Context: an optimization exercise on an open-source flow, tuned for a short achievable clock period and few clock cycles. The choices shown serve that exercise and are no tape-out recipe. Where RTL was checked, it was by simulation tests only, not by an equivalence proof against the original. Function not checked in runs 2 and 5: the RTL went through the layout flow alone. The clock port is modelled as an ideal driver; clocking choices that lean on that would not hold on a real chip. Power is estimated from default activity; no workload was simulated.

File: design/flow/config.mk
export PLATFORM = sky130hd
export DESIGN_NAME = ARMLEG
export DESIGN_NICKNAME = ARMLEG
export VERILOG_FILES = /design/flow/design.v
export SDC_FILE = /design/flow/constraint.sdc
export NUM_CORES = 8
export LEC_CHECK = 0
export CAP_MARGIN = 20
export CORE_MARGIN = 2
export CORE_UTILIZATION = 30
export GPL_TIMING_DRIVEN = 1
export SETUP_SLACK_MARGIN = 5
export SLEW_MARGIN = 20
export SYNTH_HIERARCHICAL = 1
File: design/flow/constraint.sdc
create_clock -name core_clock -period 8.0 [get_ports {CLOCK}]
set_input_delay 1.6000 -clock core_clock [delete_from_list [all_inputs] [get_ports {CLOCK}]]
set_output_delay 1.6000 -clock core_clock [all_outputs]
set_load 0.01 [all_outputs]
File: design/flow/design.v
module ALU (
	input [63:0] base,
	input [8:0] imm,
	output [63:0] addr
);
	wire [8:0] lp, lg;
	wire [8:0] a1, b1, a2, b2, a3, b3, c;
	genvar i;
	generate
		for (i = 0; i < 9; i = i + 1) begin : lo
			Xor2 cp (base[i], imm[i], lp[i]);
			And2 cg (base[i], imm[i], lg[i]);
			if (i >= 1) PreI c1 (lg[i], lp[i], lg[i-1], lp[i-1], a1[i], b1[i]);
			else begin assign a1[i] = ~lg[i]; assign b1[i] = ~lp[i]; end
			if (i >= 2) PreN c2 (a1[i], b1[i], a1[i-2], b1[i-2], a2[i], b2[i]);
			else begin assign a2[i] = ~a1[i]; assign b2[i] = ~b1[i]; end
			if (i >= 4) PreI c3 (a2[i], b2[i], a2[i-4], b2[i-4], a3[i], b3[i]);
			else begin assign a3[i] = ~a2[i]; assign b3[i] = ~b2[i]; end
			if (i >= 8) GenN c4 (a3[i], b3[i], a3[i-8], c[i]);
			else assign c[i] = ~a3[i];
		end
	endgenerate
	wire [8:0] lo_sum = lp ^ {c[7:0], 1'b0};
	wire c9 = c[8];
	wire [54:0] hi = base[63:9];
	wire [54:0] o0 = hi, z0 = ~hi;
	wire [54:0] o1, z1, o2, z2, o3, z3, o4, z4, o5, z5, o6, z6;
	generate
		for (i = 0; i < 55; i = i + 1) begin : pre
			if (i >= 1) begin AndI ao1 (o0[i], o0[i-1], o1[i]); AndI az1 (z0[i], z0[i-1], z1[i]); end
			else begin assign o1[i] = ~o0[i]; assign z1[i] = ~z0[i]; end
			if (i >= 2) begin AndN ao2 (o1[i], o1[i-2], o2[i]); AndN az2 (z1[i], z1[i-2], z2[i]); end
			else begin assign o2[i] = ~o1[i]; assign z2[i] = ~z1[i]; end
			if (i >= 4) begin AndI ao3 (o2[i], o2[i-4], o3[i]); AndI az3 (z2[i], z2[i-4], z3[i]); end
			else begin assign o3[i] = ~o2[i]; assign z3[i] = ~z2[i]; end
			if (i >= 8) begin AndN ao4 (o3[i], o3[i-8], o4[i]); AndN az4 (z3[i], z3[i-8], z4[i]); end
			else begin assign o4[i] = ~o3[i]; assign z4[i] = ~z3[i]; end
			if (i >= 16) begin AndI ao5 (o4[i], o4[i-16], o5[i]); AndI az5 (z4[i], z4[i-16], z5[i]); end
			else begin assign o5[i] = ~o4[i]; assign z5[i] = ~z4[i]; end
			if (i >= 32) begin AndN ao6 (o5[i], o5[i-32], o6[i]); AndN az6 (z5[i], z5[i-32], z6[i]); end
			else begin assign o6[i] = ~o5[i]; assign z6[i] = ~z5[i]; end
		end
	endgenerate
	wire [54:0] ones = {o6[53:0], 1'b1};
	wire [54:0] zeros = {z6[53:0], 1'b1};
	wire up = c9 & ~imm[8];
	wire down = ~c9 & imm[8];
	assign addr = {hi ^ (({55{up}} & ones) | ({55{down}} & zeros)), lo_sum};
endmodule
module ALUControl (
	input [63:0] a,
	input [63:0] b,       
	input cin,
	input add,
	input and_,
	input orr,
	output z
);
	wire [63:0] p, g, an, bad_add;
	genvar i;
	generate
		for (i = 0; i < 64; i = i + 1) begin : bt
			Xor2 cp (a[i], b[i], p[i]);
			Or2 cg (a[i], b[i], g[i]);
			And2 ca (a[i], b[i], an[i]);
			if (i == 0) Xor2 cb (p[i], cin, bad_add[i]);
			else Xor2 cb (p[i], g[i-1], bad_add[i]);
		end
	endgenerate
	wire nz_add, nz_and, nz_orr;
	SignExtend t_add (.v(bad_add), .nz(nz_add));
	SignExtend t_and (.v(an), .nz(nz_and));
	SignExtend t_orr (.v(g), .nz(nz_orr));
	assign z = (add & ~nz_add) | (and_ & ~nz_and) | (orr & ~nz_orr);
endmodule
module Adder (
	input [63:0] a,
	input [63:0] b,
	input cin,
	output [63:0] sum,
	output [63:0] sumn
);
	wire [63:0] p, g;
	genvar i;
	generate
		for (i = 0; i < 64; i = i + 1) begin : pg
			Xor2 cp (a[i], b[i], p[i]);
			And2 cg (a[i], b[i], g[i]);
		end
	endgenerate
	wire [63:0] g0 = {g[62:0], cin};
	wire [63:0] p0 = {p[62:0], 1'b0};
	wire [63:0] g1, p1, g2, p2, g3, p3, g4, p4, g5, p5, g6;
	generate
		for (i = 0; i < 64; i = i + 1) begin : l
			if (i >= 1) PreI c1 (g0[i], p0[i], g0[i-1], p0[i-1], g1[i], p1[i]);
			else begin assign g1[i] = ~g0[i]; assign p1[i] = ~p0[i]; end
			if (i >= 2) PreN c2 (g1[i], p1[i], g1[i-2], p1[i-2], g2[i], p2[i]);
			else begin assign g2[i] = ~g1[i]; assign p2[i] = ~p1[i]; end
			if (i >= 4) PreI c3 (g2[i], p2[i], g2[i-4], p2[i-4], g3[i], p3[i]);
			else begin assign g3[i] = ~g2[i]; assign p3[i] = ~p2[i]; end
			if (i >= 8) PreN c4 (g3[i], p3[i], g3[i-8], p3[i-8], g4[i], p4[i]);
			else begin assign g4[i] = ~g3[i]; assign p4[i] = ~p3[i]; end
			if (i >= 16) PreI c5 (g4[i], p4[i], g4[i-16], p4[i-16], g5[i], p5[i]);
			else begin assign g5[i] = ~g4[i]; assign p5[i] = ~p4[i]; end
			if (i >= 32) GenN c6 (g5[i], p5[i], g5[i-32], g6[i]);
			else assign g6[i] = ~g5[i];
		end
	endgenerate
	generate
		for (i = 0; i < 64; i = i + 1) begin : s
			Xor2 cs (p[i], g6[i], sum[i]);
			Xnor2 cn (p[i], g6[i], sumn[i]);
		end
	endgenerate
endmodule
module ControlUnit (
	input [31:0] inst,
	input [9:0] pc,
	input dwr,              
	input [4:0] d_rd,
	input d_zok,            
	input x_wr,
	input [4:0] x_rd,
	input w_wr,
	input [4:0] w_rd,
	input w_z,
	input [30:0] zf,
	output t0,
	output ta,
	output tb,
	output stall,
	output cbz_d,           
	output cbz_w,           
	output cbz_l,           
	input d_isLD,           
	input x_isLD,           
	output [9:0] q_t,
	output [9:0] q_nt,
	output [9:0] tgt_cbz,
	input btb_hit,
	input [9:0] btb_tgt,
	output [9:0] tgt_b      
);
	wire isB = inst[31:26] == 6'b000101;
	wire isCBZ = inst[31:24] == 8'hB4;
	wire isLDST = (inst[31:23] == 9'b111110000) & ~inst[21];    
	wire [4:0] rn = inst[9:5];
	wire [4:0] rt = inst[4:0];
	wire rt31 = rt == 5'd31;
	wire eq_dt, eq_xt, eq_wt, eq_dn;
	HazardDetectionUnit c_dt (.a(d_rd), .b(rt), .eq(eq_dt));
	HazardDetectionUnit c_xt (.a(x_rd), .b(rt), .eq(eq_xt));
	HazardDetectionUnit c_wt (.a(w_rd), .b(rt), .eq(eq_wt));
	HazardDetectionUnit c_dn (.a(d_rd), .b(rn), .eq(eq_dn));
	wire xt = dwr & eq_dt;
	wire wt = x_wr & eq_xt;
	wire w2t = w_wr & eq_wt;
	wire zrf = rt31 | zf[rt];
	wire e = rt31 | (~xt & ~wt & (w2t ? w_z : zrf));
	assign t0 = isB | (isCBZ & e);
	assign ta = isCBZ & xt & d_zok;
	assign tb = isCBZ & ~xt & wt & ~x_isLD;
	assign cbz_w = isCBZ & ~xt & wt & x_isLD;
	assign cbz_d = isCBZ & ~rt31 & xt & ~d_zok & ~d_isLD;
	assign cbz_l = isCBZ & ~rt31 & xt & d_isLD;
	assign stall = isLDST & dwr & eq_dn;
	wire [9:0] tgtB, tgtC;
	ProgramCounter add_b (.a(pc), .b(inst[9:0]), .sum(tgtB));
	ProgramCounter add_c (.a(pc), .b(inst[14:5]), .sum(tgtC));
	wire [9:0] seq = pc + 10'd1;
	assign tgt_cbz = tgtC;
	assign q_t = stall ? pc : isB ? tgtB : tgtC;
	assign q_nt = stall ? pc : btb_hit ? btb_tgt : seq;
	assign tgt_b = tgtB;
endmodule
module DataMemoryMUX (
	input [63:0] a,
	input [63:0] b,
	input add,            
	input sub,
	input and_,
	input orr,
	output z
);
	wire [63:0] p, g, an, bad_add;
	genvar i;
	generate
		for (i = 0; i < 64; i = i + 1) begin : bt
			Xor2 cp (a[i], b[i], p[i]);
			Or2 cg (a[i], b[i], g[i]);
			And2 ca (a[i], b[i], an[i]);
			if (i == 0) assign bad_add[i] = p[i];
			else Xor2 cb (p[i], g[i-1], bad_add[i]);
		end
	endgenerate
	wire nz_add, nz_sub, nz_and, nz_orr;
	SignExtend t_add (.v(bad_add), .nz(nz_add));
	SignExtend t_sub (.v(p), .nz(nz_sub));
	SignExtend t_and (.v(an), .nz(nz_and));
	SignExtend t_orr (.v(g), .nz(nz_orr));
	assign z = (add & ~nz_add) | (sub & ~nz_sub) | (and_ & ~nz_and) | (orr & ~nz_orr);
endmodule
module EXMEM (
	input CLOCK,
	input d,
	output reg q
);
	always @(posedge CLOCK)
		q <= d;
endmodule
module ForwardingUnitALUMuxA (
	input s0, input [63:0] d0,
	input s1, input [63:0] d1,
	input s2, input [63:0] d2,
	output [63:0] y
);
	wire [63:0] n0, n1, n2;
	genvar i;
	generate
		for (i = 0; i < 64; i = i + 1) begin : b
			AndI c0 (s0, d0[i], n0[i]);
			AndI c1 (s1, d1[i], n1[i]);
			AndI c2 (s2, d2[i], n2[i]);
			Nand3 o (n0[i], n1[i], n2[i], y[i]);
		end
	endgenerate
endmodule
module ForwardingUnitALUMuxB (
	input e0s, input [63:0] e0,
	input e1s, input [63:0] e1,
	input e2s, input [63:0] e2,
	input e3s, input [63:0] e3,
	input l0s, input [63:0] l0,
	input l1s, input [63:0] l1,
	output [63:0] y
);
	genvar i;
	generate
		for (i = 0; i < 64; i = i + 1) begin : b
			wire n0, n1, n2, n3, en, m0, m1;
			AndI c0 (e0s, e0[i], n0);
			AndI c1 (e1s, e1[i], n1);
			AndI c2 (e2s, e2[i], n2);
			AndI c3 (e3s, e3[i], n3);
			And4 ce (n0, n1, n2, n3, en);      
			AndI d0 (l0s, l0[i], m0);
			AndI d1 (l1s, l1[i], m1);
			Nand3 o (en, m0, m1, y[i]);
		end
	endgenerate
endmodule
module HazardDetectionUnit (
	input [4:0] a,
	input [4:0] b,
	output eq
);
	wire [4:0] x;
	genvar i;
	generate
		for (i = 0; i < 5; i = i + 1) begin : bt
			Xnor2 c (a[i], b[i], x[i]);
		end
	endgenerate
	wire n0, n1;
	Nand3 c0 (x[0], x[1], x[2], n0);
	AndI c1 (x[3], x[4], n1);
	Nor2 c2 (n0, n1, eq);
endmodule
module IFID (
	input CLOCK,
	input [9:0] d,
	output reg [9:0] q
);
	always @(posedge CLOCK)
		q <= d;
endmodule
module MEMWB (
	input CLOCK,
	input [63:0] d,
	output reg [63:0] q
);
	always @(posedge CLOCK)
		q <= d;
endmodule
module ProgramCounter (
	input [9:0] a,
	input [9:0] b,
	output [9:0] sum
);
	wire [9:0] p = a ^ b;
	wire [9:0] g = a & b;
	wire [9:0] g1, p1, g2, p2, g3, p3, c;
	genvar i;
	generate
		for (i = 0; i < 10; i = i + 1) begin : l
			if (i >= 1) PreI c1 (g[i], p[i], g[i-1], p[i-1], g1[i], p1[i]);
			else begin assign g1[i] = ~g[i]; assign p1[i] = ~p[i]; end
			if (i >= 2) PreN c2 (g1[i], p1[i], g1[i-2], p1[i-2], g2[i], p2[i]);
			else begin assign g2[i] = ~g1[i]; assign p2[i] = ~p1[i]; end
			if (i >= 4) PreI c3 (g2[i], p2[i], g2[i-4], p2[i-4], g3[i], p3[i]);
			else begin assign g3[i] = ~g2[i]; assign p3[i] = ~p2[i]; end
			if (i >= 8) GenN c4 (g3[i], p3[i], g3[i-8], c[i]);
			else assign c[i] = ~g3[i];
		end
	endgenerate
	assign sum = p ^ {c[8:0], 1'b0};
endmodule
module ProgramCounterMUX (
	input [9:0] q_t,
	input [9:0] q_nt,
	input [9:0] d_tgt,
	input [9:0] x_tgt,
	input t0,
	input ta,
	input tb,
	input r1,               
	input r2,               
	input rx,               
	input stall,
	input d_zv,
	input x_zalu,
	output [9:0] pc_next,
	output d_valid_next
);
	wire take = t0 | (ta & d_zv) | (tb & x_zalu);
	wire red = (r1 & x_zalu) | r2;
	assign pc_next = rx ? x_tgt : red ? d_tgt : take ? q_t : q_nt;
	assign d_valid_next = ~rx & ~red & ~stall;
endmodule
module RegisterModule (
	input [31*64-1:0] regs,
	input [4:0] sel,
	output [63:0] q
);
	wire [4:0] seln;
	genvar i, k;
	generate
		for (i = 0; i < 5; i = i + 1) begin : t1
			Inv c (sel[i], seln[i]);
		end
		for (k = 0; k < 8; k = k + 1) begin : s
			wire [4:0] sk;
			for (i = 0; i < 5; i = i + 1) begin : t2
				Inv c (seln[i], sk[i]);
			end
			wire [31*8-1:0] slice;
			for (i = 0; i < 31; i = i + 1) begin : r
				assign slice[i*8 +: 8] = regs[i*64 + k*8 +: 8];
			end
			RegisterMux m (.regs(slice), .sel(sk), .q(q[k*8 +: 8]));
		end
	endgenerate
endmodule
module RegisterMux (
	input [31*8-1:0] regs,
	input [4:0] sel,
	output [7:0] q
);
	wire [7:0] e [0:31];
	genvar i;
	generate
		for (i = 0; i < 31; i = i + 1) begin : ent
			assign e[i] = regs[i*8 +: 8];
		end
	endgenerate
	assign e[31] = 8'b0;
	wire [7:0] m1 [0:7];
	wire [7:0] m2 [0:1];
	generate
		for (i = 0; i < 8; i = i + 1) begin : l1
			assign m1[i] = sel[1] ? (sel[0] ? e[4*i+3] : e[4*i+2]) : (sel[0] ? e[4*i+1] : e[4*i]);
		end
		for (i = 0; i < 2; i = i + 1) begin : l2
			assign m2[i] = sel[3] ? (sel[2] ? m1[4*i+3] : m1[4*i+2]) : (sel[2] ? m1[4*i+1] : m1[4*i]);
		end
	endgenerate
	assign q = sel[4] ? m2[1] : m2[0];
endmodule
module PreI (input g1, input p1, input g0, input p0, output gn, output pn);
	assign gn = ~(g1 | (p1 & g0));
	assign pn = ~(p1 & p0);
endmodule
module PreN (input gn1, input pn1, input gn0, input pn0, output g, output p);
	assign g = ~(gn1 & (pn1 | gn0));
	assign p = ~(pn1 | pn0);
endmodule
module GenI (input g1, input p1, input g0, output gn);
	assign gn = ~(g1 | (p1 & g0));
endmodule
module GenN (input gn1, input pn1, input gn0, output g);
	assign g = ~(gn1 & (pn1 | gn0));
endmodule
module AndI (input a1, input a0, output yn);
	assign yn = ~(a1 & a0);
endmodule
module AndN (input an1, input an0, output y);
	assign y = ~(an1 | an0);
endmodule
module Nand3 (input a, input b, input c, output y);
	assign y = ~(a & b & c);
endmodule
module Xor2 (input a, input b, output y);
	assign y = a ^ b;
endmodule
module Xnor2 (input a, input b, output y);
	assign y = ~(a ^ b);
endmodule
module And2 (input a, input b, output y);
	assign y = a & b;
endmodule
module And4 (input a, input b, input c, input d, output y);
	assign y = a & b & c & d;
endmodule
module Nor2 (input a, input b, output y);
	assign y = ~(a | b);
endmodule
module Inv (input a, output y);
	assign y = ~a;
endmodule
module Or2 (input a, input b, output y);
	assign y = a | b;
endmodule
module SignExtend (
	input [63:0] v,
	output nz
);
	wire [31:0] l1;
	wire [15:0] l2;
	wire [7:0] l3;
	wire [3:0] l4;
	wire [1:0] l5;
	genvar i;
	generate
		for (i = 0; i < 32; i = i + 1) begin : a
			AndN c (v[2*i], v[2*i+1], l1[i]);         
		end
		for (i = 0; i < 16; i = i + 1) begin : b
			AndI c (l1[2*i], l1[2*i+1], l2[i]);       
		end
		for (i = 0; i < 8; i = i + 1) begin : c
			AndN c (l2[2*i], l2[2*i+1], l3[i]);
		end
		for (i = 0; i < 4; i = i + 1) begin : d
			AndI c (l3[2*i], l3[2*i+1], l4[i]);
		end
		for (i = 0; i < 2; i = i + 1) begin : e
			AndN c (l4[2*i], l4[2*i+1], l5[i]);
		end
	endgenerate
	AndI f (l5[0], l5[1], nz);
endmodule
module ARMLEG (
	input CLOCK,
	input RESET,
	output [63:0] imem_addr,
	input [31:0] imem_data,
	output [63:0] dmem_addr,
	output [63:0] dmem_wdata,
	output dmem_we,
	output dmem_re,
	input [63:0] dmem_rdata
);
	integer i;
	reg [9:0] pc;
	reg d_valid;
	reg d_isLD, d_isST, d_add, d_sub, d_and, d_orr, d_cbz, d_wr;
	reg d_cbzW, d_cbzL;             
	reg [4:0] d_rd;
	reg [63:0] d_vn, d_vb;          
	reg d_xa, d_wa, d_w2a, d_ra;    
	reg d_xb, d_wb, d_w2b, d_rb;    
	reg d_xa_add, d_xa_and, d_xa_orr, d_xa_ld;    
	reg d_xb_and, d_xb_orr, d_xb_ld, d_xb_addp, d_xb_addn;
	reg [8:0] d_imm;
	reg [9:0] d_tgt;
	reg d_zok;
	reg x_isLD, x_isST, x_add, x_and, x_orr, x_sub, x_wr;
	reg x_cbzL;
	reg [9:0] x_tgt;
	reg [4:0] x_rd;
	reg [63:0] x_a, x_bi, x_addr;     
	wire [63:0] x_wd;                 
	wire x_we, x_re;                  
	wire [9:0] pc_out;                
	reg w_wr, w2_wr;
	reg [4:0] w_rd, w2_rd;
	reg [63:0] w_res, w2_res;
	reg w_z;
	wire [63:0] w_data;    
	reg [30:0] w_we;       
	reg [63:0] rf [0:30];
	reg [30:0] zf;
	wire [63:0] x_sum, x_sumn;
	Adder alu_add (.a(x_a), .b(x_bi), .cin(x_sub), .sum(x_sum), .sumn(x_sumn));
	wire [63:0] x_andv = x_a & x_bi;
	wire [63:0] x_orv = x_a | x_bi;
	wire [63:0] x_out, x_out2;
	ForwardingUnitALUMuxB mux_x (.e0s(x_isLD), .e0(dmem_rdata), .e1s(x_and), .e1(x_andv), .e2s(x_orr), .e2(x_orv),
		.e3s(1'b0), .e3(64'b0), .l0s(x_add), .l0(x_sum), .l1s(1'b0), .l1(64'b0), .y(x_out));
	ForwardingUnitALUMuxB mux_x2 (.e0s(x_isLD), .e0(dmem_rdata), .e1s(x_and), .e1(x_andv), .e2s(x_orr), .e2(x_orv),
		.e3s(1'b0), .e3(64'b0), .l0s(x_add), .l0(x_sum), .l1s(1'b0), .l1(64'b0), .y(x_out2));
	wire x_zalu, rdata_nz;
	ALUControl zt_alu (.a(x_a), .b(x_bi), .cin(x_sub), .add(x_add), .and_(x_and), .orr(x_orr), .z(x_zalu));
	SignExtend zt_ld (.v(dmem_rdata), .nz(rdata_nz));
	wire x_ldz = ~rdata_nz;
	wire x_z = x_zalu | (x_isLD & x_ldz);
	assign dmem_addr = x_addr;
	assign dmem_wdata = x_wd;
	assign dmem_we = x_we;
	assign dmem_re = x_re;
	MEMWB w_copy (.CLOCK(CLOCK), .d(x_out2), .q(w_data));
	wire [63:0] va, vb;
	ForwardingUnitALUMuxA mux_a (.s0(d_wa), .d0(w_res), .s1(d_w2a), .d1(w2_res), .s2(d_ra), .d2(d_vn), .y(va));
	ForwardingUnitALUMuxA mux_b (.s0(d_wb), .d0(w_res), .s1(d_w2b), .d1(w2_res), .s2(d_rb), .d2(d_vb), .y(vb));
	wire [63:0] sub64 = {64{d_sub}};
	wire [63:0] opa, opbi;
	ForwardingUnitALUMuxB mux_opa (.e0s(d_xa_and), .e0(x_andv), .e1s(d_xa_orr), .e1(x_orv), .e2s(d_xa_ld), .e2(dmem_rdata),
		.e3s(~d_xa), .e3(va), .l0s(d_xa_add), .l0(x_sum), .l1s(1'b0), .l1(64'b0), .y(opa));
	ForwardingUnitALUMuxB mux_opb (.e0s(d_xb_and), .e0(x_andv ^ sub64), .e1s(d_xb_orr), .e1(x_orv ^ sub64),
		.e2s(d_xb_ld), .e2(dmem_rdata ^ sub64), .e3s(~d_xb), .e3(vb ^ sub64),
		.l0s(d_xb_addp), .l0(x_sum), .l1s(d_xb_addn), .l1(x_sumn), .y(opbi));
	MEMWB wd_copy (.CLOCK(CLOCK), .d(opbi), .q(x_wd));    
	wire [63:0] addr, addr_w, addr_w2, addr_rf;
	ALU agu_w (.base(w_res), .imm(d_imm), .addr(addr_w));
	ALU agu_w2 (.base(w2_res), .imm(d_imm), .addr(addr_w2));
	ALU agu_rf (.base(d_vn), .imm(d_imm), .addr(addr_rf));
	ForwardingUnitALUMuxA mux_addr (.s0(d_wa), .d0(addr_w), .s1(d_w2a), .d1(addr_w2), .s2(d_ra), .d2(addr_rf), .y(addr));
	wire d_zv;
	DataMemoryMUX zt_d (.a(d_vn), .b(d_vb), .add(d_add & ~d_sub), .sub(d_sub), .and_(d_and), .orr(d_orr), .z(d_zv));
	assign imem_addr = {52'b0, pc_out, 2'b00};
	wire [31:0] inst = imem_data;
	wire [10:0] op11 = inst[31:21];
	wire f_isB   = inst[31:26] == 6'b000101;
	wire f_isCBZ = inst[31:24] == 8'hB4;
	wire f_isADD = op11 == 11'h458;
	wire f_isSUB = op11 == 11'h658;
	wire f_isAND = op11 == 11'h450;
	wire f_isORR = op11 == 11'h550;
	wire f_isLD  = op11 == 11'h7C2;
	wire f_isST  = op11 == 11'h7C0;
	wire f_isR   = f_isADD | f_isSUB | f_isAND | f_isORR;
	wire [4:0] f_rn = inst[9:5];
	wire [4:0] f_rm = inst[20:16];
	wire [4:0] f_rt = inst[4:0];
	wire [4:0] f_rb = inst[28] ? f_rt : f_rm;
	wire f_rt31 = f_rt == 5'd31;
	wire [31*64-1:0] rf_flat;
	genvar gi;
	generate
		for (gi = 0; gi < 31; gi = gi + 1) begin : rff
			assign rf_flat[gi*64 +: 64] = rf[gi];
		end
	endgenerate
	wire [63:0] f_vn, f_vb;
	RegisterModule rd_n (.regs(rf_flat), .sel(f_rn), .q(f_vn));
	RegisterModule rd_b (.regs(rf_flat), .sel(f_rb), .q(f_vb));
	wire dwr = d_valid & d_wr;
	wire f_xa = dwr & (d_rd == f_rn);
	wire f_wa = x_wr & (x_rd == f_rn);
	wire f_w2a = w_wr & (w_rd == f_rn);
	wire f_xb = dwr & (d_rd == f_rb);
	wire f_wb = x_wr & (x_rd == f_rb);
	wire f_w2b = w_wr & (w_rd == f_rb);
	reg [3:0] btb_v;
	reg [9:0] btb_key [0:3];
	reg [9:0] btb_tg [0:3];
	reg [1:0] btb_next;
	wire [9:0] pc_prev = pc - 10'd1;    
	reg btb_hit, btb_known;
	reg [9:0] btb_t;
	integer bi;
	always @(*) begin
		btb_hit = 1'b0;
		btb_known = 1'b0;
		btb_t = 10'b0;
		for (bi = 0; bi < 4; bi = bi + 1) begin
			if (btb_v[bi] && btb_key[bi] == pc) begin
				btb_hit = 1'b1;
				btb_t = btb_t | btb_tg[bi];
			end
			if (btb_v[bi] && btb_key[bi] == pc_prev)
				btb_known = 1'b1;
		end
	end
	wire [9:0] f_tgtB;
	wire c_t0, c_ta, c_tb, stall, f_cbzD, f_cbzW, f_cbzL;
	wire [9:0] q_t, q_nt, f_tgtC, pc_next;
	wire dv_next;
	ControlUnit fctl (.inst(inst), .pc(pc), .dwr(dwr), .d_rd(d_rd), .d_zok(d_zok),
		.x_wr(x_wr), .x_rd(x_rd), .w_wr(w_wr), .w_rd(w_rd), .w_z(w_z), .zf(zf),
		.t0(c_t0), .ta(c_ta), .tb(c_tb), .stall(stall), .cbz_d(f_cbzD),
		.cbz_w(f_cbzW), .cbz_l(f_cbzL), .d_isLD(d_isLD), .x_isLD(x_isLD),
		.q_t(q_t), .q_nt(q_nt), .tgt_cbz(f_tgtC),
		.btb_hit(btb_hit), .btb_tgt(btb_t), .tgt_b(f_tgtB));
	wire redx = x_cbzL & w_z;
	ProgramCounterMUX pc_mux (.q_t(q_t & {10{~RESET}}), .q_nt(q_nt & {10{~RESET}}), .d_tgt(d_tgt & {10{~RESET}}), .t0(c_t0), .ta(c_ta), .tb(c_tb),
		.x_tgt(x_tgt & {10{~RESET}}),
		.r1(d_valid & d_cbz), .r2(d_valid & d_cbzW & w_z), .rx(redx), .stall(stall), .d_zv(d_zv), .x_zalu(x_zalu),
		.pc_next(pc_next), .d_valid_next(dv_next));
	wire x_ld_next = ~RESET & d_valid & ~redx & d_isLD;
	wire x_st_next = ~RESET & d_valid & ~redx & d_isST;
	wire [9:0] pc_d = pc_next;    
	EXMEM re_copy (.CLOCK(CLOCK), .d(x_ld_next), .q(x_re));
	EXMEM we_copy (.CLOCK(CLOCK), .d(x_st_next), .q(x_we));
	IFID pc_copy (.CLOCK(CLOCK), .d(pc_d), .q(pc_out));
	always @(posedge CLOCK) begin
		pc <= pc_d;
		if (RESET) begin
			btb_v <= 4'b0;
			btb_next <= 2'd0;
		end else if (f_isB && !btb_known) begin
			btb_v[btb_next] <= 1'b1;
			btb_key[btb_next] <= pc_prev;
			btb_tg[btb_next] <= f_tgtB;
			btb_next <= btb_next + 2'd1;
		end
		d_valid <= ~RESET & dv_next;
		d_isLD <= f_isLD;
		d_isST <= f_isST;
		d_add <= f_isADD | f_isSUB;
		d_sub <= f_isSUB;
		d_and <= f_isAND;
		d_orr <= f_isORR;
		d_cbz <= f_cbzD;
		d_cbzW <= f_cbzW;
		d_cbzL <= f_cbzL;
		d_wr <= (f_isR | f_isLD) & ~f_rt31;
		d_rd <= f_rt;
		d_imm <= inst[20:12];
		d_tgt <= f_tgtC;
		d_vn <= f_vn;
		d_vb <= f_vb;
		d_xa <= f_xa;
		d_wa <= f_wa;
		d_w2a <= f_w2a & ~f_wa;
		d_ra <= ~f_wa & ~f_w2a;
		d_xb <= f_xb;
		d_zok <= (f_isR) & ~f_xa & ~f_wa & ~f_w2a & ~f_xb & ~f_wb & ~f_w2b;
		d_xa_add <= f_xa & d_add;
		d_xa_and <= f_xa & d_and;
		d_xa_orr <= f_xa & d_orr;
		d_xa_ld <= f_xa & d_isLD;
		d_xb_and <= f_xb & d_and;
		d_xb_orr <= f_xb & d_orr;
		d_xb_ld <= f_xb & d_isLD;
		d_xb_addp <= f_xb & d_add & ~f_isSUB;
		d_xb_addn <= f_xb & d_add & f_isSUB;
		d_wb <= f_wb;
		d_w2b <= f_w2b & ~f_wb;
		d_rb <= ~f_wb & ~f_w2b;
		x_isLD <= x_ld_next;
		x_isST <= x_st_next;
		if (RESET || !d_valid || redx)
			x_wr <= 1'b0;
		else
			x_wr <= d_wr;
		x_cbzL <= ~RESET & d_valid & ~redx & d_cbzL;
		x_tgt <= d_tgt;
		x_add <= d_add;
		x_sub <= d_sub;
		x_and <= d_and;
		x_orr <= d_orr;
		x_rd <= d_rd;
		x_a <= opa;
		x_bi <= opbi;
		x_addr <= addr;
		w_wr <= ~RESET & x_wr;
		w_rd <= x_rd;
		w_res <= x_out;
		w_z <= x_z;
		w2_wr <= ~RESET & w_wr;
		w2_rd <= w_rd;
		w2_res <= w_res;
		for (i = 0; i < 31; i = i + 1)
			w_we[i] <= ~RESET & x_wr & (x_rd == i);
		for (i = 0; i < 31; i = i + 1)
			if (w_we[i]) begin
				rf[i] <= w_data;
				zf[i] <= w_z;
			end
	end
endmodule
File: design/flow/flow/run.sh
#!/bin/bash
# Layout flow: the standard synthesis, unchanged, then the standard ORFS
# steps with these settings changed:
#  - ports are buffered with a plain buffer (by default the port buffering
#    picks a delay cell, which the footprint-bound sizing then mostly keeps);
#  - the resizer may swap a cell for one of the same function with another
#    footprint;
#  - CTS ends with a second timing repair pass (flow/extra_repair.tcl).
# Each step's output is kept in a log of its own here.
set -euo pipefail
bash standard.sh synth > synth.log 2>&1
bash standard.sh "BUFFER_PORTS_ARGS=-buffer_cell sky130_fd_sc_hd__buf_6" MATCH_CELL_FOOTPRINT=0 \
	"POST_CTS_TCL=$PWD/flow/extra_repair.tcl" finish > layout.log 2>&1
File: design/flow/flow/extra_repair.tcl
# A second timing repair pass at the end of CTS (the first one, ORFS's own,
# often stops with paths it could still improve), then legalize again.
estimate_parasitics -placement
repair_timing_helper
set result [catch { detailed_placement } msg]
if { $result != 0 } {
  error "Detailed placement failed after the extra repair: $msg"
}
check_placement -verbose
estimate_parasitics -placement
report_worst_slack -max
File: design/flow/standard.sh
#!/bin/bash
# synth_recipe.tcl (not shown) runs the flow's synth.tcl, then flattens the netlist and writes it again
# the make line also repeats each setting of config.mk as NAME=value (left out here)
make -C /OpenROAD-flow-scripts/flow DESIGN_CONFIG=/design/flow/config.mk WORK_HOME=/design/flow/orfs CLKGATE_MAP_FILE= SYNTH_SCRIPT=/design/flow/synth_recipe.tcl "${@:-finish}"
==> results.sh, run 1 <==
export IMPL_cellLeakagePower_uw=0.0676
export IMPL_tritoncts="done"
export IMPL_pwr_density_cell_nw_per_um2=218
export IMPL_first_pass_iters=8
export IMPL_layout_filler_cells=51700
export IMPL_grt_first_pass_wirelength_mm=940
export IMPL_slew_limit_headroom_pct=22.7
export IMPL_status="no timing/DRC/antenna violations"
export IMPL_critical_path_buf_inv_count=1
export IMPL_groute_usage_overall_pct=24.5
export IMPL_initial_core_util_pct=30.1
export IMPL_hold_class="reg2reg"
export IMPL_cap_violations=0
export IMPL_crit_path_max_fanout=1
export IMPL_dp_hpwl_mm=489
export IMPL_design_power_total_uw=41700
export IMPL_critical_path_arrival_ps=1640
export IMPL_clock_skew_final_ps=87.3
export IMPL_die_y_um=728
export IMPL_kind_of_start_point_of_the_critical_path="flop"
export IMPL_fp_row_count=266
export IMPL_globalplace_congestion=1.02
export IMPL_finalSetupViolCount=0
export IMPL_timing_final_crit_share_pct=40.5
export IMPL_rsz0062_at_grt="yes"
export IMPL_num_vias=128000
export IMPL_slowest_stage="dfxtp_4"
export IMPL_grt_overflow=0
export IMPL_routed_wire_length_per_instance_um=28.7
export IMPL_tightest_slew_ps=1160
export IMPL_clock_sinks=2812
export IMPL_drt_initial_drc_count=15200
export IMPL_synth_yosys_warnings=12
export IMPL_number_of_buffers_added_on_ports=237
export IMPL_avgViaCountPerCell=5.39
export IMPL_area_growth_syn_to_layout_pct=21.4
export IMPL_antenna_violations_before_repair=80
export IMPL_first_global_vias=122000
export IMPL_fp_dieArea_um2=531000
export IMPL_design_core_area_um2=524000
export IMPL_setup_worst_path_end_class="output port"
export IMPL_final_period_minus_worst_setup_slack_ps=3240
export IMPL_timing_critical_path_max_delay_family="flip-flops"
export IMPL_final_layout_size_suffix_gt1_share_pct=21.2
export IMPL_wl_mm=680
export IMPL_critical_path_class="reg2out"
export IMPL_maxSlewViolCount=0
export IMPL_hold_viol=0
export IMPL_synthesis_area_per_instance_um2=10.3
export IMPL_final_nets=16500
export IMPL_peakVddDrop_v=0.000210
export IMPL_critical_path_required_ps=6400
export IMPL_insertion_delay_ps=1010
export IMPL_slowest_delay_ps=480
export IMPL_die_x_um=728
export IMPL_timing_setup_tns_ps=0
export IMPL_i_o_pin_count=292
export IMPL_grt_max_degree=116
export IMPL_synth_cell_area_um2=157000
export IMPL_clk_pin_slew_worst_paths_ps=70
export IMPL_netlist_instances=15300
export IMPL_drt_antenna_violating_nets=0
export IMPL_post_route_drc_count=0
export IMPL_critical_path_cell_chain="buf_6"
export IMPL_fmaxAchievable_ghz=0.309
-- per-layer routing --
metal	up-vias	share of wire (%)	track usage, %
li1	56100	-	-
met1	63600	41	32.6
met2	6712	44	37.8
met3	1270	9.1	4.78
met4	22	6.2	13.2
met5	-	0.019	0
-- cell type report --
class	instances	area, um2	area share [%]
antenna	51	128	0.0668
clock buffer	404	8500	4.44
clock inverter	175	2130	1.12
inverter	553	2810	1.47
multi-input combinational	12000	82800	43.3
sequential	2812	78100	40.9
tap	6968	8720	4.56
timing repair buffer	734	7800	4.08
timing repair inverter	9	95.1	0.0497
-- stage by stage --
step	util, %	setup WS (ps)	hold slack, ps	instance area, um2	instances
2_1_floorplan	-	4520	324	161000	16000
3_3_place_gp	32.4	2750	327	170000	22800
3_5_place_dp	32.4	2720	329	170000	22800
5_1_grt	36.5	4730	340	191000	23700
6_report	36.5	4760	332	191000	23700
-- flip-flops by register name (all words and copies together), names as in the netlist, 2 cells and up --
name,flops
x_bi,64
pc_copy.q,10
w_copy.q,64
btb_v,4
d_vn,64
d_rd,5
x_tgt,10
rf,1984
w_rd,5
btb_next,2
x_a,64
w2_res,64
d_vb,64
zf,31
wd_copy.q,64
pc,10
w_we,31
btb_key,40
w_res,64
x_addr,64
x_rd,5
d_tgt,10
btb_tg,40
d_imm,9
-- cells in the final DEF (no fill, tap or decap), types with 66 or more instances in the layout --
cell type / instances
o21ai_2: 154
dfxtp_1: 277
xnor2_1: 311
inv_1: 454
conb_1: 694
nand3_1: 400
clkbuf_16: 326
a21oi_1: 135
a211oi_2: 128
xor2_4: 70
dfxtp_4: 133
nor4_2: 81
and4_1: 261
or2_1: 123
o22ai_1: 382
edfxtp_1: 2095
o21ai_0: 150
nor2_1: 1301
o221ai_1: 195
mux4_2: 260
xor2_2: 66
xor2_1: 586
o211ai_1: 130
dfxtp_2: 307
nand2_1: 3341
o22ai_2: 69
or2_2: 95
buf_4: 360
nor3_1: 103
mux2i_1: 1418
buf_6: 273
a21oi_2: 245
and2_1: 299
-- worst paths after layout --
path | start | endpoint | slack [ps] | depth (start not counted)
worst max-delay path | x_addr[38]$_DFF_P_ | dmem_addr[38] | 4760 | 1
worst min-delay path | d_tgt[1]$_DFF_P_ | x_tgt[1]$_DFF_P_ | 330 | 0
worst max register to register | d_imm[5]$_DFF_P_ | x_addr[58]$_DFF_P_ | 4950 | 15
worst min register to register | d_tgt[1]$_DFF_P_ | x_tgt[1]$_DFF_P_ | 330 | 0
-- where the power goes --
group | switching [uW] | internal, uW
combinational | 5770 | 3220
sequential | 1260 | 16200
clock | 6590 | 8630
total | 13600 | 28100
Testbench counts, summed over its fixed seeds: cycles 115,668.
==> inputs of run 2 (changes only) <==
--- a/design/flow/design.v
+++ b/design/flow/design.v
@@ -562,10 +562,10 @@
 	wire f_xb = dwr & (d_rd == f_rb);
 	wire f_wb = x_wr & (x_rd == f_rb);
 	wire f_w2b = w_wr & (w_rd == f_rb);
-	reg [3:0] btb_v;
-	reg [9:0] btb_key [0:3];
-	reg [9:0] btb_tg [0:3];
-	reg [1:0] btb_next;
+	reg [7:0] btb_v;
+	reg [9:0] btb_key [0:7];
+	reg [9:0] btb_tg [0:7];
+	reg [2:0] btb_next;
 	wire [9:0] pc_prev = pc - 10'd1;    
 	reg btb_hit, btb_known;
 	reg [9:0] btb_t;
@@ -574,7 +574,7 @@
 		btb_hit = 1'b0;
 		btb_known = 1'b0;
 		btb_t = 10'b0;
-		for (bi = 0; bi < 4; bi = bi + 1) begin
+		for (bi = 0; bi < 8; bi = bi + 1) begin
 			if (btb_v[bi] && btb_key[bi] == pc) begin
 				btb_hit = 1'b1;
 				btb_t = btb_t | btb_tg[bi];
@@ -593,6 +593,9 @@
 		.cbz_w(f_cbzW), .cbz_l(f_cbzL), .d_isLD(d_isLD), .x_isLD(x_isLD),
 		.q_t(q_t), .q_nt(q_nt), .tgt_cbz(f_tgtC),
 		.btb_hit(btb_hit), .btb_tgt(btb_t), .tgt_b(f_tgtB));
+	wire f_isNOP = ~f_isB & ~f_isCBZ & ~f_isR & ~f_isLD & ~f_isST;
+	wire f_fold = f_isB | (f_isCBZ & f_rt31) | f_isNOP;
+	wire [9:0] f_fold_tgt = f_isB ? f_tgtB : f_isCBZ ? f_tgtC : (pc + 10'd1);
 	wire redx = x_cbzL & w_z;
 	ProgramCounterMUX pc_mux (.q_t(q_t & {10{~RESET}}), .q_nt(q_nt & {10{~RESET}}), .d_tgt(d_tgt & {10{~RESET}}), .t0(c_t0), .ta(c_ta), .tb(c_tb),
 		.x_tgt(x_tgt & {10{~RESET}}),
@@ -607,13 +610,13 @@
 	always @(posedge CLOCK) begin
 		pc <= pc_d;
 		if (RESET) begin
-			btb_v <= 4'b0;
-			btb_next <= 2'd0;
-		end else if (f_isB && !btb_known) begin
+			btb_v <= 8'b0;
+			btb_next <= 3'd0;
+		end else if (f_fold && !btb_known) begin
 			btb_v[btb_next] <= 1'b1;
 			btb_key[btb_next] <= pc_prev;
-			btb_tg[btb_next] <= f_tgtB;
-			btb_next <= btb_next + 2'd1;
+			btb_tg[btb_next] <= f_fold_tgt;
+			btb_next <= btb_next + 3'd1;
 		end
 		d_valid <= ~RESET & dv_next;
 		d_isLD <= f_isLD;
==> run 2 against run 1 <==
Against the previous run: critical path depth rose by 11; utilization grew 0.39 points; clock power rose by 3%; die area rose by 2.6%; register-to-register slack worse by 430 ps; still clean on timing, DRC and antenna; critical endpoint is now btb_tg[1][1]$_DFFE_PP_; clock skew fell by 13 ps; non-clock buffer count increased by 85; synthesized cell count up 2.3%; critical path type is now reg2reg; combinational power up 2%; highest routed layer unchanged; sequential power increased by 2%.
==> results.sh, run 2 <==
export IMPL_status="no timing/DRC/antenna violations"
export IMPL_crit_path_max_fanout=31
export IMPL_post_route_cell_area_um2=198000
export IMPL_cellLeakagePower_uw=0.0701
export IMPL_final_layout_size_suffix_gt1_share_pct=21.4
export IMPL_kind_of_start_point_of_the_critical_path="flop"
export IMPL_fp_dieArea_um2=545000
export IMPL_die_x_um=738
export IMPL_hold_viol=0
export IMPL_timing_hold_worst_start="d_tgt[9]$_DFF_P_"
export IMPL_max_ffs_per_register=1984
export IMPL_area_growth_syn_to_layout_pct=22.4
export IMPL_place_area_um2=174000
export IMPL_biggest_register="rf"
export IMPL_i_o_pin_count=292
export IMPL_antenna_violations_before_repair=83
export IMPL_setup_reg_to_reg_worst_slack_ps=4520
export IMPL_final_core_util_pct=36.9
export IMPL_grt_first_pass_wirelength_mm=918
export IMPL_first_global_vias=124000
export IMPL_globalplace_congestion=1.05
export IMPL_peakVddDrop_v=0.000161
export IMPL_fp_row_count=269
export IMPL_tritoncts="done"
export IMPL_first_pass_iters=8
export IMPL_synth_yosys_warnings=12
export IMPL_multi_input_logic_area_um2=84800
export IMPL_num_vias=131000
export IMPL_critical_path_class="reg2reg"
export IMPL_cap_violations=0
export IMPL_timing_setup_tns_ps=0
export IMPL_synth_cell_area_um2=162000
export IMPL_maxSlewViolCount=0
export IMPL_setup_worst_path_end_class="flop"
export IMPL_avgViaCountPerCell=5.39
export IMPL_post_route_drc_count=0
export IMPL_critical_path_arrival_ps=4210
export IMPL_most_used_cells_in_the_layout_excluding_fill_and_tap_cells="nand2_1 (3334), edfxtp_1 (2175), mux2i_1 (1432)"
export IMPL_finalSetupViolCount=0
export IMPL_grt_overflow=0
export IMPL_reg_largest_list="rf x1984, btb_key x80, btb_tg x80"
export IMPL_final_period_minus_worst_setup_slack_ps=3480
export IMPL_critical_path_required_ps=8730
export IMPL_hold_end="x_tgt[9]$_DFF_P_"
export IMPL_groute_usage_overall_pct=23.2
export IMPL_timing_final_crit_share_pct=43.5
export IMPL_worst_r2r_startpoint="pc[3]$_DFF_P_"
export IMPL_clock_skew_final_ps=74.0
export IMPL_fmaxAchievable_ghz=0.287
export IMPL_insertion_delay_ps=1000
export IMPL_layout_area_seq_um2=80500
export IMPL_die_y_um=738
export IMPL_min_delay_path_depth=0
export IMPL_netlist_instances=15600
export IMPL_design_core_area_um2=536000
export IMPL_initial_core_util_pct=30.1
export IMPL_routed_wire_length_per_instance_um=27.4
export IMPL_drt_initial_drc_count=16000
export IMPL_layout_filler_cells=52600
export IMPL_final_nets=16900
export IMPL_dp_hpwl_mm=465
export IMPL_number_of_buffers_added_on_ports=237
export IMPL_tightest_slew_ps=1190
export IMPL_r2r_end="btb_tg[1][1]$_DFFE_PP_"
export IMPL_layout_commonest_cell="nand2_1"
export IMPL_drt_antenna_violating_nets=0
export IMPL_grt_max_degree=103
export IMPL_pwr_density_cell_nw_per_um2=216
export IMPL_clk_pin_slew_worst_paths_ps=70
export IMPL_slew_limit_headroom_pct=20.4
export IMPL_wl_mm=666
export IMPL_worst_r2r_path_depth=12
export IMPL_rsz0062_at_grt="yes"
export IMPL_synthesis_area_per_instance_um2=10.3
export IMPL_hold_class="reg2reg"
export IMPL_clock_sinks=2897
[run 2: metal layers]
metal  global-route usage [%]  part of all wire, %
met4                     13.5                  6.7
met1                     30.5                   40
met3                     4.47                  9.6
met2                     35.4                   44
met5                        0                0.020
[run 2: worst max-delay path by stage]
| stage | slack, ps | end | startpoint | depth (start not counted) |
|---|---|---|---|---|
| global placement | 2080 | d_vb[19]$_DFF_P_ | imem_data[0] | 9 |
| global route | 4440 | btb_key[1][9]$_DFFE_PP_ | pc[1]$_DFF_P_ | 16 |
| finish | 4520 | btb_tg[1][1]$_DFFE_PP_ | pc[3]$_DFF_P_ | 12 |
| floorplan | 4010 | btb_key[0][0]$_DFFE_PP_ | imem_data[28] | 9 |
| detailed placement | 2080 | d_vb[18]$_DFF_P_ | imem_data[0] | 9 |
[run 2: report_power, final]
group / switching, uW / internal [uW]
registers: 1200 / 16700
logic: 5780 / 3380
clock network: 6550 / 9050
total: 13500 / 29200
[run 2: critical path, cell delays in order (launching register included)]
cell and delay (ps):
dfxtp_1 310, clkbuf_8 260, or4_4 620, or3_4 410
a2111oi_4 390, o2111ai_2 240, o32ai_4 170, nor4_4 100
buf_4 160, nand2_4 110, nor4_4 50, buf_4 190
clkbuf_16 170
[run 2: area by class of cell]
class | instances | area share (%)
multi-input cells | 12200 | 42.9
clock buffers | 393 | 4.36
repair buffers | 819 | 4.83
diodes | 100 | 0.126
well taps | 7181 | 4.54
repair inverters | 14 | 0.0778
inverters | 547 | 1.36
flip-flops and latches | 2897 | 40.7
clock inverters | 192 | 1.15
[run 2: through the flow]
stage          cells  total power, uW  hold slack, ps  setup slack [ps]
5_1_grt        24300            43900             351              4440
3_5_place_dp   23300            25800             331              2080
2_1_floorplan  16300            22600             324              4010
6_report       24400            42700             344              4520
3_3_place_gp   23300            25700             327              2080
==> inputs of run 3 (changes only) <==
--- a/design/flow/design.v
+++ b/design/flow/design.v
@@ -567,6 +567,8 @@
 	reg [9:0] btb_tg [0:7];
 	reg [2:0] btb_next;
 	wire [9:0] pc_prev = pc - 10'd1;    
+	reg ins_v;
+	reg [9:0] ins_key, ins_tgt;
 	reg btb_hit, btb_known;
 	reg [9:0] btb_t;
 	integer bi;
@@ -579,7 +581,7 @@
 				btb_hit = 1'b1;
 				btb_t = btb_t | btb_tg[bi];
 			end
-			if (btb_v[bi] && btb_key[bi] == pc_prev)
+			if (btb_v[bi] && btb_key[bi] == ins_key)
 				btb_known = 1'b1;
 		end
 	end
@@ -612,12 +614,15 @@
 		if (RESET) begin
 			btb_v <= 8'b0;
 			btb_next <= 3'd0;
-		end else if (f_fold && !btb_known) begin
+		end else if (ins_v && !btb_known) begin
 			btb_v[btb_next] <= 1'b1;
-			btb_key[btb_next] <= pc_prev;
-			btb_tg[btb_next] <= f_fold_tgt;
+			btb_key[btb_next] <= ins_key;
+			btb_tg[btb_next] <= ins_tgt;
 			btb_next <= btb_next + 3'd1;
 		end
+		ins_v <= ~RESET & f_fold;
+		ins_key <= pc_prev;
+		ins_tgt <= f_fold_tgt;
 		d_valid <= ~RESET & dv_next;
 		d_isLD <= f_isLD;
 		d_isST <= f_isST;
==> run 3 against run 2 <==
Against the previous run: worst setup slack better by 160 ps; sequential share of layout area up 0.74 points; sequential cell count up 21; synthesized area up 0.19%; non-clock buffer count down 142; largest cell class unchanged; hold slack worse by 2.6 ps; die area up 0.19%; highest routed layer unchanged; clock skew up 55 ps; utilization down 0.46 points; synthesized cell count down 0.20%; via count down 1.3%.
==> results.sh, run 3 <==
export IMPL_tritoncts="done"
export IMPL_final_core_util_pct=36.4
export IMPL_dp_hpwl_mm=492
export IMPL_critical_path_buf_inv_count=1
export IMPL_grt_max_degree=97
export IMPL_netlist_instances=15600
export IMPL_number_of_buffers_added_on_ports=237
export IMPL_timing_critical_path_max_delay_family="flip-flops"
export IMPL_cellLeakagePower_uw=0.0687
export IMPL_critical_path_required_ps=6400
export IMPL_rsz0062_at_grt="yes"
export IMPL_wl_mm=683
export IMPL_final_period_minus_worst_setup_slack_ps=3330
export IMPL_status="no timing/DRC/antenna violations"
export IMPL_biggest_register="rf"
export IMPL_fp_dieArea_um2=546000
export IMPL_synthesis_area_per_instance_um2=10.4
export IMPL_cap_violations=0
export IMPL_grt_overflow=0
export IMPL_layout_commonest_cell="nand2_1"
export IMPL_critical_path_class="reg2out"
export IMPL_maxSlewViolCount=0
export IMPL_insertion_delay_ps=1050
export IMPL_pwr_density_cell_nw_per_um2=220
export IMPL_initial_core_util_pct=30.1
export IMPL_hold_viol=0
export IMPL_timing_final_crit_share_pct=41.6
export IMPL_clock_sinks=2918
export IMPL_tightest_slew_ps=1160
export IMPL_clk_pin_slew_worst_paths_ps=60
export IMPL_slowest_delay_ps=530
export IMPL_post_route_worst_setup_slack_ps=4670
export IMPL_layout_filler_cells=53000
export IMPL_groute_usage_overall_pct=24.0
export IMPL_slew_limit_headroom_pct=22.9
export IMPL_die_x_um=739
export IMPL_clock_skew_final_ps=129
export IMPL_kind_of_start_point_of_the_critical_path="flop"
export IMPL_max_ffs_per_register=1984
export IMPL_timing_hold_worst_start="d_tgt[0]$_DFF_P_"
export IMPL_routed_wire_length_per_instance_um=28.3
export IMPL_synth_yosys_warnings=12
export IMPL_drt_initial_drc_count=14800
export IMPL_antenna_violations_before_repair=67
export IMPL_design_core_area_um2=537000
export IMPL_min_delay_path_depth=0
export IMPL_drt_antenna_violating_nets=0
export IMPL_worst_r2r_path_depth=15
export IMPL_worst_r2r_startpoint="d_imm[4]$_DFF_P_"
export IMPL_grt_first_pass_wirelength_mm=949
export IMPL_area_growth_syn_to_layout_pct=20.8
export IMPL_crit_path_max_fanout=1
export IMPL_most_used_cells_in_the_layout_excluding_fill_and_tap_cells="nand2_1 (3321), edfxtp_1 (2175), mux2i_1 (1422)"
export IMPL_setup_worst_path_end_class="output port"
export IMPL_post_route_drc_count=0
export IMPL_num_vias=130000
export IMPL_critical_path_arrival_ps=1730
export IMPL_peakVddDrop_v=0.000181
export IMPL_r2r_end="x_addr[23]$_DFF_P_"
export IMPL_hold_class="reg2reg"
export IMPL_die_y_um=739
export IMPL_fp_row_count=269
export IMPL_first_global_vias=124000
export IMPL_setup_reg_to_reg_worst_slack_ps=4890
export IMPL_final_nets=16800
export IMPL_reg_largest_list="rf x1984, btb_key x80, btb_tg x80"
export IMPL_finalSetupViolCount=0
export IMPL_avgViaCountPerCell=5.37
export IMPL_i_o_pin_count=292
export IMPL_fmaxAchievable_ghz=0.301
export IMPL_timing_critical_path_depth=1
export IMPL_slowest_stage="dfxtp_4"
export IMPL_final_layout_size_suffix_gt1_share_pct=20.7
export IMPL_timing_setup_tns_ps=0
export IMPL_hold_end="x_tgt[0]$_DFF_P_"
export IMPL_first_pass_iters=8
export IMPL_dp_worst_setup_slack_ps=2720
export IMPL_globalplace_congestion=1.05
export IMPL_synth_cell_area_um2=162000
export IMPL_critical_path_cell_chain="buf_6"
## run 3: worst max path at each step
stage                             endpoint                from
after global routing         dmem_addr[48]  x_addr[48]$_DFF_P_
after detailed placement  d_vb[37]$_DFF_P_        imem_data[0]
after global placement    d_vb[34]$_DFF_P_        imem_data[0]
after floorplan              pc[8]$_DFF_P_        imem_data[0]
final                        dmem_addr[48]  x_addr[48]$_DFF_P_
## run 3: routing by layer
metal  vias to the layer above  routed length (um)  GRT usage, %
met3                      1288               61200          4.50
li1                      57100                   -             -
met2                      6503              300000          37.1
met4                        18               44500          13.1
met1                     64700              278000          31.7
met5                         -                 119             0
## run 3: worst register-to-register path: cells and delay by family, from the launching register on
kind	cells	cell delay, ps
compound gates	5	860
buf+inv	5	730
flops	1	450
simple gates	2	360
xor+xnor	2	320
fa+ha+maj	1	180
## run 3: through the flow
step	power, uW	cell area (um2)	instances	hold slack, ps
after floorplan	22800	165000	16300	324
after global placement	26100	174000	23300	326
after global routing	44300	196000	24100	344
final	43100	196000	24100	342
after detailed placement	26100	175000	23300	330
## run 3: area by class of cell
class                   count  area [um2]  share of cell area, %
well taps                7181        8980                   4.59
flip-flops and latches   2918       81100                   41.4
multi-input cells       12200       83900                   42.9
repair inverters            7        71.3                 0.0365
clock buffers             451        9270                   4.74
inverters                 554        2770                   1.42
diodes                     44         110                 0.0563
repair buffers            677        7550                   3.86
clock inverters           158        1960                   1.00
## run 3: report_power, final
part           leakage [uW]  switching (uW)  internal, uW  total (uW)
combinational        0.0372            5660          3230        8890
clock               0.00546            6700          9250       15900
sequential           0.0261            1400         16900       18300
Testbench counts of run 3, summed over its fixed seeds: cycles 113,600.
==> inputs of run 4 (changes only) <==
--- a/design/flow/config.mk
+++ b/design/flow/config.mk
@@ -7,7 +7,7 @@
 export LEC_CHECK = 0
 export CAP_MARGIN = 20
 export CORE_MARGIN = 2
-export CORE_UTILIZATION = 30
+export CORE_UTILIZATION = 35
 export GPL_TIMING_DRIVEN = 1
 export SETUP_SLACK_MARGIN = 5
 export SLEW_MARGIN = 20
==> run 4 against run 3 <==
Against the previous run: still clean; sequential power about the same; sequential share of layout area grew 0.31 points; first-iteration DRC count rose by 2.2%; via count about the same; critical path depth did not move; combinational power down 0.9%; critical path type unchanged; largest cell class unchanged; largest power group unchanged.
==> results.sh, run 4 <==
export IMPL_status="no timing/DRC/antenna violations"
export IMPL_initial_core_util_pct=35.2
export IMPL_clock_skew_final_ps=55.1
export IMPL_wl_mm=680
export IMPL_cellLeakagePower_uw=0.0685
export IMPL_num_vias=129000
export IMPL_critical_path_class="reg2out"
export IMPL_layout_filler_cells=43800
export IMPL_groute_usage_overall_pct=27.8
export IMPL_slowest_stage="dfxtp_4"
export IMPL_maxSlewViolCount=0
export IMPL_layout_commonest_cell="nand2_1"
export IMPL_synthesis_area_per_instance_um2=10.4
export IMPL_synth_cell_area_um2=162000
export IMPL_routed_wire_length_per_instance_um=29.4
export IMPL_timing_setup_tns_ps=0
export IMPL_critical_path_arrival_ps=1650
export IMPL_die_x_um=684
export IMPL_area_growth_syn_to_layout_pct=19.9
export IMPL_insertion_delay_ps=1010
export IMPL_rsz0062_at_grt="yes"
export IMPL_worstSetupStartpoint="x_addr[29]$_DFF_P_"
export IMPL_setup_worst_path_end_class="output port"
export IMPL_timing_final_crit_share_pct=40.6
export IMPL_critical_path_cell_chain="buf_6"
export IMPL_drt_antenna_violating_nets=0
export IMPL_post_route_worst_setup_slack_ps=4750
export IMPL_i_o_pin_count=292
export IMPL_first_pass_iters=6
export IMPL_most_used_cells_in_the_layout_excluding_fill_and_tap_cells="nand2_1 (3344), edfxtp_1 (2175), mux2i_1 (1422)"
export IMPL_hold_viol=0
export IMPL_max_ffs_per_register=1984
export IMPL_globalplace_congestion=1.03
export IMPL_final_layout_size_suffix_gt1_share_pct=20.4
export IMPL_dp_worst_setup_slack_ps=2750
export IMPL_clk_pin_slew_worst_paths_ps=60
export IMPL_design_core_area_um2=460000
export IMPL_final_nets=16800
export IMPL_slowest_delay_ps=510
export IMPL_critical_path_buf_inv_count=1
export IMPL_clock_sinks=2918
export IMPL_tightest_slew_ps=1170
export IMPL_drt_initial_drc_count=15100
export IMPL_timing_critical_path_max_delay_family="flip-flops"
export IMPL_synth_yosys_warnings=12
export IMPL_slew_limit_headroom_pct=22.3
export IMPL_netlist_instances=15600
export IMPL_final_period_minus_worst_setup_slack_ps=3250
export IMPL_kind_of_start_point_of_the_critical_path="flop"
export IMPL_fp_row_count=249
export IMPL_dp_hpwl_mm=485
export IMPL_timing_hold_worst_start="d_tgt[5]$_DFF_P_"
export IMPL_die_y_um=684
export IMPL_tritoncts="done"
export IMPL_finalSetupViolCount=0
export IMPL_fp_dieArea_um2=468000
export IMPL_grt_max_degree=116
export IMPL_fmaxAchievable_ghz=0.308
export IMPL_cap_violations=0
export IMPL_antenna_violations_before_repair=85
export IMPL_hold_class="reg2reg"
export IMPL_avgViaCountPerCell=5.59
export IMPL_worst_r2r_startpoint="d_imm[4]$_DFF_P_"
export IMPL_critical_path_required_ps=6400
export IMPL_biggest_register="rf"
export IMPL_post_route_drc_count=0
export IMPL_number_of_buffers_added_on_ports=237
export IMPL_crit_path_max_fanout=1
export IMPL_reg_largest_list="rf x1984, btb_key x80, btb_tg x80"
export IMPL_grt_first_pass_wirelength_mm=940
export IMPL_peakVddDrop_v=0.000172
export IMPL_pwr_density_cell_nw_per_um2=221
export IMPL_grt_overflow=0
export IMPL_first_global_vias=124000
[run 4: where the power goes]
group | leakage (uW) | internal (uW) | switching [uW]
Combinational | 0.0371 | 3220 | 5590
Sequential | 0.0261 | 16900 | 1360
Clock | 0.00538 | 9020 | 6800
[run 4: stage by stage]
stage	std cells	power (uW)	cell area [um2]	hold WS, ps	util (%)
2_1_floorplan	16300	22800	165000	324	-
3_3_place_gp	22200	26000	173000	329	37.7
3_5_place_dp	22200	26000	173000	331	37.7
5_1_grt	23100	44100	194000	350	42.2
6_report	23100	42900	194000	343	42.2
[run 4: layout make-up]
type	count	area, um2	share of cell area, %
Multi-Input combinational cell	12200	83900	43.2
Sequential cell	2918	81000	41.7
Timing Repair Buffer	680	7460	3.84
Inverter	554	2700	1.39
Antenna cell	69	173	0.0889
Timing Repair inverter	8	71.3	0.0367
Tap cell	6149	7690	3.96
Clock buffer	440	9080	4.68
Clock inverter	173	2080	1.07
[run 4: worst paths after layout]
kind	depth (start not counted)	slack, ps	end
hold reg to reg	0	340	x_tgt[5]$_DFF_P_
setup reg to reg	14	4880	x_addr[50]$_DFF_P_
hold / removal	0	340	x_tgt[5]$_DFF_P_
setup / recovery	1	4750	dmem_addr[29]
[run 4: routing by layer]
layer / share of wire, % / wire [um] / GRT usage (%)
met1: 40 / 273000 / 36.8
met2: 44 / 299000 / 42.7
met3: 8.9 / 60400 / 4.50
met4: 7.0 / 47500 / 17.2
met5: 0.0051 / 35 / 0
[run 4: worst register-to-register path, stage by stage (launching register included)]
cell	delay (ps)
dfxtp_4	450
buf_12	190
xor2_4	160
buf_4	160
a21oi_2	200
o21ai_2	110
a21oi_2	170
o21ai_4	100
inv_1	70
ha_1	190
buf_12	250
a22oi_2	230
xnor2_1	340
nand2_1	160
nand3_4	200
==> inputs of run 5 (changes only) <==
--- a/design/flow/design.v
+++ b/design/flow/design.v
@@ -562,29 +562,42 @@
 	wire f_xb = dwr & (d_rd == f_rb);
 	wire f_wb = x_wr & (x_rd == f_rb);
 	wire f_w2b = w_wr & (w_rd == f_rb);
-	reg [7:0] btb_v;
-	reg [9:0] btb_key [0:7];
-	reg [9:0] btb_tg [0:7];
-	reg [2:0] btb_next;
+	reg [11:0] btb_v;
+	reg [9:0] btb_key [0:11];
+	reg [9:0] btb_tg [0:11];
+	reg [11:0] btb_c;                   
+	reg [4:0] btb_rt [0:11];            
+	reg [3:0] btb_next;
 	wire [9:0] pc_prev = pc - 10'd1;    
-	reg ins_v;
+	reg ins_v, ins_c;
 	reg [9:0] ins_key, ins_tgt;
-	reg btb_hit, btb_known;
+	reg [4:0] ins_rt;
+	reg btb_hit, btb_known, btb_cc;
 	reg [9:0] btb_t;
+	reg [4:0] btb_r;
 	integer bi;
 	always @(*) begin
 		btb_hit = 1'b0;
 		btb_known = 1'b0;
+		btb_cc = 1'b0;
 		btb_t = 10'b0;
-		for (bi = 0; bi < 8; bi = bi + 1) begin
+		btb_r = 5'b0;
+		for (bi = 0; bi < 12; bi = bi + 1) begin
 			if (btb_v[bi] && btb_key[bi] == pc) begin
 				btb_hit = 1'b1;
+				btb_cc = btb_cc | btb_c[bi];
 				btb_t = btb_t | btb_tg[bi];
+				btb_r = btb_r | btb_rt[bi];
 			end
 			if (btb_v[bi] && btb_key[bi] == ins_key)
 				btb_known = 1'b1;
 		end
 	end
+	wire btb_z = (w_wr && w_rd == btb_r) ? w_z : zf[btb_r];
+	wire btb_busy = (dwr && d_rd == btb_r) || (x_wr && x_rd == btb_r) ||
+	                ((f_isR | f_isLD) && !f_rt31 && f_rt == btb_r);
+	wire fold = btb_hit & ~(btb_cc & btb_busy);
+	wire [9:0] fold_tgt = (btb_cc & ~btb_z) ? (pc + 10'd2) : btb_t;
 	wire [9:0] f_tgtB;
 	wire c_t0, c_ta, c_tb, stall, f_cbzD, f_cbzW, f_cbzL;
 	wire [9:0] q_t, q_nt, f_tgtC, pc_next;
@@ -594,9 +607,9 @@
 		.t0(c_t0), .ta(c_ta), .tb(c_tb), .stall(stall), .cbz_d(f_cbzD),
 		.cbz_w(f_cbzW), .cbz_l(f_cbzL), .d_isLD(d_isLD), .x_isLD(x_isLD),
 		.q_t(q_t), .q_nt(q_nt), .tgt_cbz(f_tgtC),
-		.btb_hit(btb_hit), .btb_tgt(btb_t), .tgt_b(f_tgtB));
+		.btb_hit(fold), .btb_tgt(fold_tgt), .tgt_b(f_tgtB));
 	wire f_isNOP = ~f_isB & ~f_isCBZ & ~f_isR & ~f_isLD & ~f_isST;
-	wire f_fold = f_isB | (f_isCBZ & f_rt31) | f_isNOP;
+	wire f_fold = f_isB | f_isCBZ | f_isNOP;
 	wire [9:0] f_fold_tgt = f_isB ? f_tgtB : f_isCBZ ? f_tgtC : (pc + 10'd1);
 	wire redx = x_cbzL & w_z;
 	ProgramCounterMUX pc_mux (.q_t(q_t & {10{~RESET}}), .q_nt(q_nt & {10{~RESET}}), .d_tgt(d_tgt & {10{~RESET}}), .t0(c_t0), .ta(c_ta), .tb(c_tb),
@@ -612,17 +625,21 @@
 	always @(posedge CLOCK) begin
 		pc <= pc_d;
 		if (RESET) begin
-			btb_v <= 8'b0;
-			btb_next <= 3'd0;
+			btb_v <= 12'b0;
+			btb_next <= 4'd0;
 		end else if (ins_v && !btb_known) begin
 			btb_v[btb_next] <= 1'b1;
 			btb_key[btb_next] <= ins_key;
 			btb_tg[btb_next] <= ins_tgt;
-			btb_next <= btb_next + 3'd1;
+			btb_c[btb_next] <= ins_c;
+			btb_rt[btb_next] <= ins_rt;
+			btb_next <= (btb_next == 4'd11) ? 4'd0 : btb_next + 4'd1;
 		end
 		ins_v <= ~RESET & f_fold;
 		ins_key <= pc_prev;
 		ins_tgt <= f_fold_tgt;
+		ins_c <= f_isCBZ & ~f_rt31;
+		ins_rt <= f_rt;
 		d_valid <= ~RESET & dv_next;
 		d_isLD <= f_isLD;
 		d_isST <= f_isST;
==> run 5 against run 4 <==
Against the previous run: routed wire length rose by 2.9%; clock skew rose by 39 ps; cell area rose by 6.2%; largest cell class unchanged; sequential share of layout area fell by 0.25 points; maximum frequency fell by 27%; first-iteration DRC count rose by 15%; register-to-register slack got worse by 1300 ps.
==> results.sh, run 5 <==
export IMPL_critical_path_arrival_ps=5310
export IMPL_grt_first_pass_wirelength_mm=966
export IMPL_fp_dieArea_um2=490000
export IMPL_place_area_um2=181000
export IMPL_clock_skew_final_ps=94.4
export IMPL_netlist_instances=16200
export IMPL_kind_of_start_point_of_the_critical_path="flop"
export IMPL_grt_overflow=0
export IMPL_layout_filler_cells=45200
export IMPL_tritoncts="done"
export IMPL_synthesis_area_per_instance_um2=10.5
export IMPL_drt_antenna_violating_nets=0
export IMPL_cap_violations=0
export IMPL_dp_hpwl_mm=481
export IMPL_wl_mm=699
export IMPL_pwr_density_cell_nw_per_um2=220
export IMPL_biggest_register="rf"
export IMPL_synth_cell_area_um2=169000
export IMPL_clock_sinks=3076
export IMPL_max_ffs_per_register=1984
export IMPL_maxSlewViolCount=0
export IMPL_final_period_minus_worst_setup_slack_ps=4430
export IMPL_hold_class="reg2reg"
export IMPL_area_growth_syn_to_layout_pct=21.8
export IMPL_routed_wire_length_per_instance_um=28.9
export IMPL_post_route_worst_setup_slack_ps=3570
export IMPL_tightest_slew_ps=1140
export IMPL_antenna_violations_before_repair=67
export IMPL_globalplace_congestion=1.00
export IMPL_timing_final_crit_share_pct=55.4
export IMPL_finalSetupViolCount=0
export IMPL_drt_initial_drc_count=17400
export IMPL_post_route_cell_area_um2=206000
export IMPL_fmaxAchievable_ghz=0.226
export IMPL_num_vias=137000
export IMPL_status="no timing/DRC/antenna violations"
export IMPL_multi_input_logic_area_um2=87800
export IMPL_setup_reg_to_reg_worst_slack_ps=3570
export IMPL_rsz0062_at_grt="yes"
export IMPL_critical_path_class="reg2reg"
export IMPL_first_global_vias=130000
export IMPL_grt_max_degree=129
export IMPL_layout_commonest_cell="nand2_1"
export IMPL_fp_row_count=255
export IMPL_first_pass_iters=8
export IMPL_final_nets=17500
export IMPL_insertion_delay_ps=1060
export IMPL_peakVddDrop_v=0.000176
export IMPL_dp_worst_setup_slack_ps=2390
[run 5: stage by stage]
step | power, uW | hold slack (ps) | util, % | cells
after floorplan | 23800 | 324 | - | 16900
after global placement | 27100 | 328 | 37.6 | 23100
after detailed placement | 27100 | 332 | 37.6 | 23100
after global routing | 46700 | 357 | 42.8 | 24100
final | 45400 | 345 | 42.8 | 24200
[run 5: worst max-delay path, cell delays in order (launching register included)]
cell       delay (ps)
edfxtp_1          420
xor2_1            190
or4b_1            550
nor3b_2           280
and2_4            240
buf_4             170
a221oi_1          120
and4b_4           280
buf_4             160
a2111oi_4         310
nor4_2            120
o31ai_4           290
buf_12            200
mux2_4            310
mux2i_1           170
a21oi_2            70
nor2b_1           160
nand4_1           100
nand3_1           100
[run 5: where the power goes]
group / total, uW / switching [uW] / internal, uW
combinational: 9660 / 6080 / 3580
clock: 16800 / 7260 / 9520
sequential: 19000 / 1220 / 17800
total: 45400 / 14600 / 30900
[run 5: layout make-up]
cell class | instances | share of cell area (%)
Multi-Input combinational cell | 12500 | 42.6
Sequential cell | 3076 | 41.5
Timing Repair Buffer | 853 | 4.78
Clock buffer | 458 | 4.72
Tap cell | 6425 | 3.90
Inverter | 565 | 1.37
Clock inverter | 193 | 1.04
Timing Repair inverter | 14 | 0.102
Antenna cell | 37 | 0.0449
[run 5: routing by layer]
metal	share of wire, %	vias up	track usage (%)
met5	0.030	-	0
met4	5.6	34	13.2
met3	10	1523	5.40
met2	44	7681	41.6
met1	41	68200	36.8
li1	-	59800	-
[run 5: worst paths after layout]
| check | startpoint | to | cells past startpoint |
|---|---|---|---|
| worst min-delay path | d_tgt[9]$_DFF_P_ | x_tgt[9]$_DFF_P_ | 0 |
| worst min register to register | d_tgt[9]$_DFF_P_ | x_tgt[9]$_DFF_P_ | 0 |
| worst max-delay path | btb_key[0][8]$_DFFE_PP_ | pc[8]$_DFF_P_ | 18 |
| worst max register to register | btb_key[0][8]$_DFFE_PP_ | pc[8]$_DFF_P_ | 18 |

Setup slack of run 5, layout unchanged: 3.567 ns with ideal ports, 3.567 ns with driving cells assumed (clock clkbuf_16, inputs buf_2), 3.149 ns with port delays also shifted by the 1.138 ns mid clock arrival.
